From an optimization exercise on the open Yosys and OpenROAD flow, aimed at small area; shortcuts taken in it are not production practice.
The RTL was checked by simulation tests, not by an equivalence proof against the original design.
Power is estimated from default activity; no workload was simulated.

==> build 63 <==
==> flow/design.v (excerpt) <==
module	CPU(clk, reset, instr, pc, reg0, reg1, reg2, reg3, reg4, reg5, reg6, reg7, dataMemValue0, dataMemValue1, dataMemValue2, dataMemValue3, dataMemValue4, dataMemValue5, dataMemValue6, dataMemValue7, ALUout, ALUin1, ALUin2, regDataIn);
==> flow/config.mk <==
export PLATFORM = sky130hd
export DESIGN_NAME = CPU
export DESIGN_NICKNAME = CPU
export VERILOG_FILES = /design/flow/design.v
export SDC_FILE = /design/flow/constraint.sdc
export NUM_CORES = 4
export LEC_CHECK = 0
export ABC_AREA = 1
export CAP_MARGIN = 20
export CORE_MARGIN = 2
export CORE_UTILIZATION = 50
export SETUP_SLACK_MARGIN = 0.1
export SLEW_MARGIN = 20
==> flow/constraint.sdc <==
create_clock -name core_clock -period 7.0 [get_ports {clk}]
set_input_delay 1.4000 -clock core_clock [delete_from_list [all_inputs] [get_ports {clk}]]
set_output_delay 1.4000 -clock core_clock [all_outputs]
set_load 0.01 [all_outputs]
standard.sh (not shown) runs the stock make flow with config.mk's settings and CLKGATE_MAP_FILE= SYNTH_SCRIPT=/design/flow/synth_recipe.tcl, a recipe that flattens the netlist after the stock synthesis.
==> flow/flow/run.sh <==
#!/bin/bash
# Standard ORFS layout with these changes:
# - synthesis maps logic with ABC scripts of its own (flow/patch_synth.py):
#   an area-oriented one for most of the design, delay-oriented ones for the
#   register reads, operand selection and ALU;
# - no full-adder extraction before ABC (ADDER_MAP_FILE empty);
# - the ports are buffered with the smallest buffer cell;
# - the clock tree uses larger sink clusters of clkbuf_16 and no dummy loads.
# Every tool's output goes to ORFS's logs under orfs/logs and to standard_make.log.
set -euo pipefail
W=$(pwd)
rm -rf "$W/scripts_mod"
cp -r "$FLOW_HOME/scripts" "$W/scripts_mod"
cp "$W/flow/abc_area.script" "$W/flow/abc_fast.script" "$W/flow/abc_add.script" "$W/scripts_mod/"
python3 "$W/flow/patch_synth.py" "$W/scripts_mod/synth.tcl"
bash "$W/standard.sh" "SCRIPTS_DIR=$W/scripts_mod" "ADDER_MAP_FILE=" \
  "BUFFER_PORTS_ARGS=-buffer_cell sky130_fd_sc_hd__buf_1" \
  "CTS_ARGS=-sink_clustering_enable -repair_clock_nets -dont_use_dummy_load -sink_clustering_size 24 -sink_clustering_max_diameter 120 -sink_clustering_buffer sky130_fd_sc_hd__clkbuf_16 -buf_list {sky130_fd_sc_hd__clkbuf_8 sky130_fd_sc_hd__clkbuf_16}" finish > "$W/standard_make.log" 2>&1
==> flow/flow/abc_add.script <==
strash
dch -f
map
topo
==> flow/flow/abc_area.script <==
strash
dch -f
&get -n
&nf -R 1000 -p
&put
topo
==> flow/flow/abc_fast.script <==
strash
dch -f
&get -n
&nf -p
&put
topo
==> flow/flow/patch_synth.py <==
# Patch the copied ORFS synth.tcl so that ABC maps three parts of the design
# with different scripts (all copied beside synth.tcl):
#   Adder16  (the ALU's adder)                      abc_add.script  (delay)
#   ExecUnit (register reads, operands, ALU)        abc_fast.script (delay)
#   the rest (register file, data memory, PC, ...)  abc_area.script (area)
# Adder16 and ExecUnit are kept as modules through synthesis only;
# synth_recipe.tcl flattens the design afterwards.
import sys
path = sys.argv[1]
s = open(path).read()
a = "hierarchy -check -top $::env(DESIGN_NAME)\n"
assert a in s
s = s.replace(a, a + "setattr -mod -set keep_hierarchy 1 ExecUnit Adder16\n", 1)
b = "  log_cmd abc {*}$abc_args\n"
assert b in s
s = s.replace(b,
    "  set fast_args [lreplace $abc_args 1 1 $::env(SCRIPTS_DIR)/abc_fast.script]\n"
    "  set add_args [lreplace $abc_args 1 1 $::env(SCRIPTS_DIR)/abc_add.script]\n"
    "  log_cmd abc {*}$abc_args $::env(DESIGN_NAME)\n"
    "  log_cmd abc {*}$fast_args ExecUnit\n"
    "  log_cmd abc {*}$add_args Adder16\n", 1)
open(path, "w").write(s)
==> inputs of trial 15, as changes to build 63 <==
--- a/flow/flow/run.sh
+++ b/flow/flow/run.sh
@@ -1,11 +1,13 @@
 #!/bin/bash
-# Standard ORFS layout with these changes:
+# Standard ORFS layout (the standard.sh) with these changes:
 # - synthesis maps logic with ABC scripts of its own (flow/patch_synth.py):
-#   an area-oriented one for most of the design, delay-oriented ones for the
-#   register reads, operand selection and ALU;
+#   area-oriented ones for most of the design (abc_area.script) and for the
+#   register reads and ALU (abc_fast.script), and a delay-oriented one for
+#   the adder (abc_add.script);
 # - no full-adder extraction before ABC (ADDER_MAP_FILE empty);
 # - the ports are buffered with the smallest buffer cell;
-# - the clock tree uses larger sink clusters of clkbuf_16 and no dummy loads.
-# Every tool's output goes to ORFS's logs under orfs/logs and to standard_make.log.
+# - the clock tree uses sink clusters of up to 24 registers driven by
+#   clkbuf_16 and no dummy loads.
+# ORFS writes each tool's log under orfs/logs; make's output is in standard_make.log.
 set -euo pipefail
 W=$(pwd)
==> flow/flow/abc_area.script (replaced) <==
strash
&get -n
&dc2
&syn2
&dch -f
&nf -R 1000 -p
&put
topo
==> flow/flow/abc_fast.script (replaced) <==
strash
dch -f
&get -n
&nf -R 1000 -p
&put
topo
--- a/flow/flow/patch_synth.py
+++ b/flow/flow/patch_synth.py
@@ -1,7 +1,7 @@
 # Patch the copied ORFS synth.tcl so that ABC maps three parts of the design
-# with different scripts (all copied beside synth.tcl):
-#   Adder16  (the ALU's adder)                      abc_add.script  (delay)
-#   ExecUnit (register reads, operands, ALU)        abc_fast.script (delay)
-#   the rest (register file, data memory, PC, ...)  abc_area.script (area)
+# separately, each with its own script (all copied beside synth.tcl):
+#   Adder16  (the ALU's register-register adder)    abc_add.script  (delay-oriented)
+#   ExecUnit (register reads, operands, ALU)        abc_fast.script
+#   the rest (register file, data memory, PC, ...)  abc_area.script (area-oriented)
 # Adder16 and ExecUnit are kept as modules through synthesis only;
 # synth_recipe.tcl flattens the design afterwards.
CORE_UTILIZATION = 63   (was 50)
SETUP_SLACK_MARGIN = 0.03   (was 0.1)
==> comparison <==
Trial 15 finished clean. Build 63 produced a clean layout.
In flip-flop and latch count, build 63 and trial 15 do not differ.
In trial 15 the global-route usage is higher than in build 63, by 13 points.
Between build 63 and trial 15, the lower clock skew is in trial 15 (gap 0.034 ns).
Between build 63 and trial 15, the lower non-clock buffer count is in trial 15 (gap 52).
In synthesized cell count, build 63 and trial 15 hardly differ.
In build 63 the sequential share of layout area is lower than in trial 15, by 2.4 points.
Between build 63 and trial 15, the lower wire length is in build 63 (gap about 1.6%, measured against trial 15).
Against build 63, the total power of trial 15 is larger by about 1.4%.

==> static timing again, ports no longer ideal <==
No port has a modelled driver above. Below, the same layouts with a new extraction and two added sets of constraints.
Step 1 assumes that a clkbuf_16 drives the clock port and a buf_2 every other input.
Step 2, shift: input delay + t, output delay - t, t = (earliest + latest rising clock arrival at the registers) / 2. This alone moves slack from input paths to output paths.
Three values: ideal, step 1, step 2; two values: the first two.
| run | t (ns) | setup slack, ns | worst hold slack (ns) | worst setup path at the end | slew at the worst register clock pin (ns) |
|---|---|---|---|---|---|
| build 63 | 0.643 | 0.188 / 0.145 / -0.138 | 0.513 / 0.513 / 0.513 | input to register | 0.11 / 0.11 |
| trial 15 | 0.712 | 0.103 / 0.068 / -0.461 | 0.495 / 0.495 / 0.495 | input to register | 0.11 / 0.11 |
Met with ideal ports but missed after step 2: setup timing in build 63 and trial 15. The setup slack of trial 15, which loses most, moves by -0.035 ns with the drivers and by -0.564 ns with both steps.
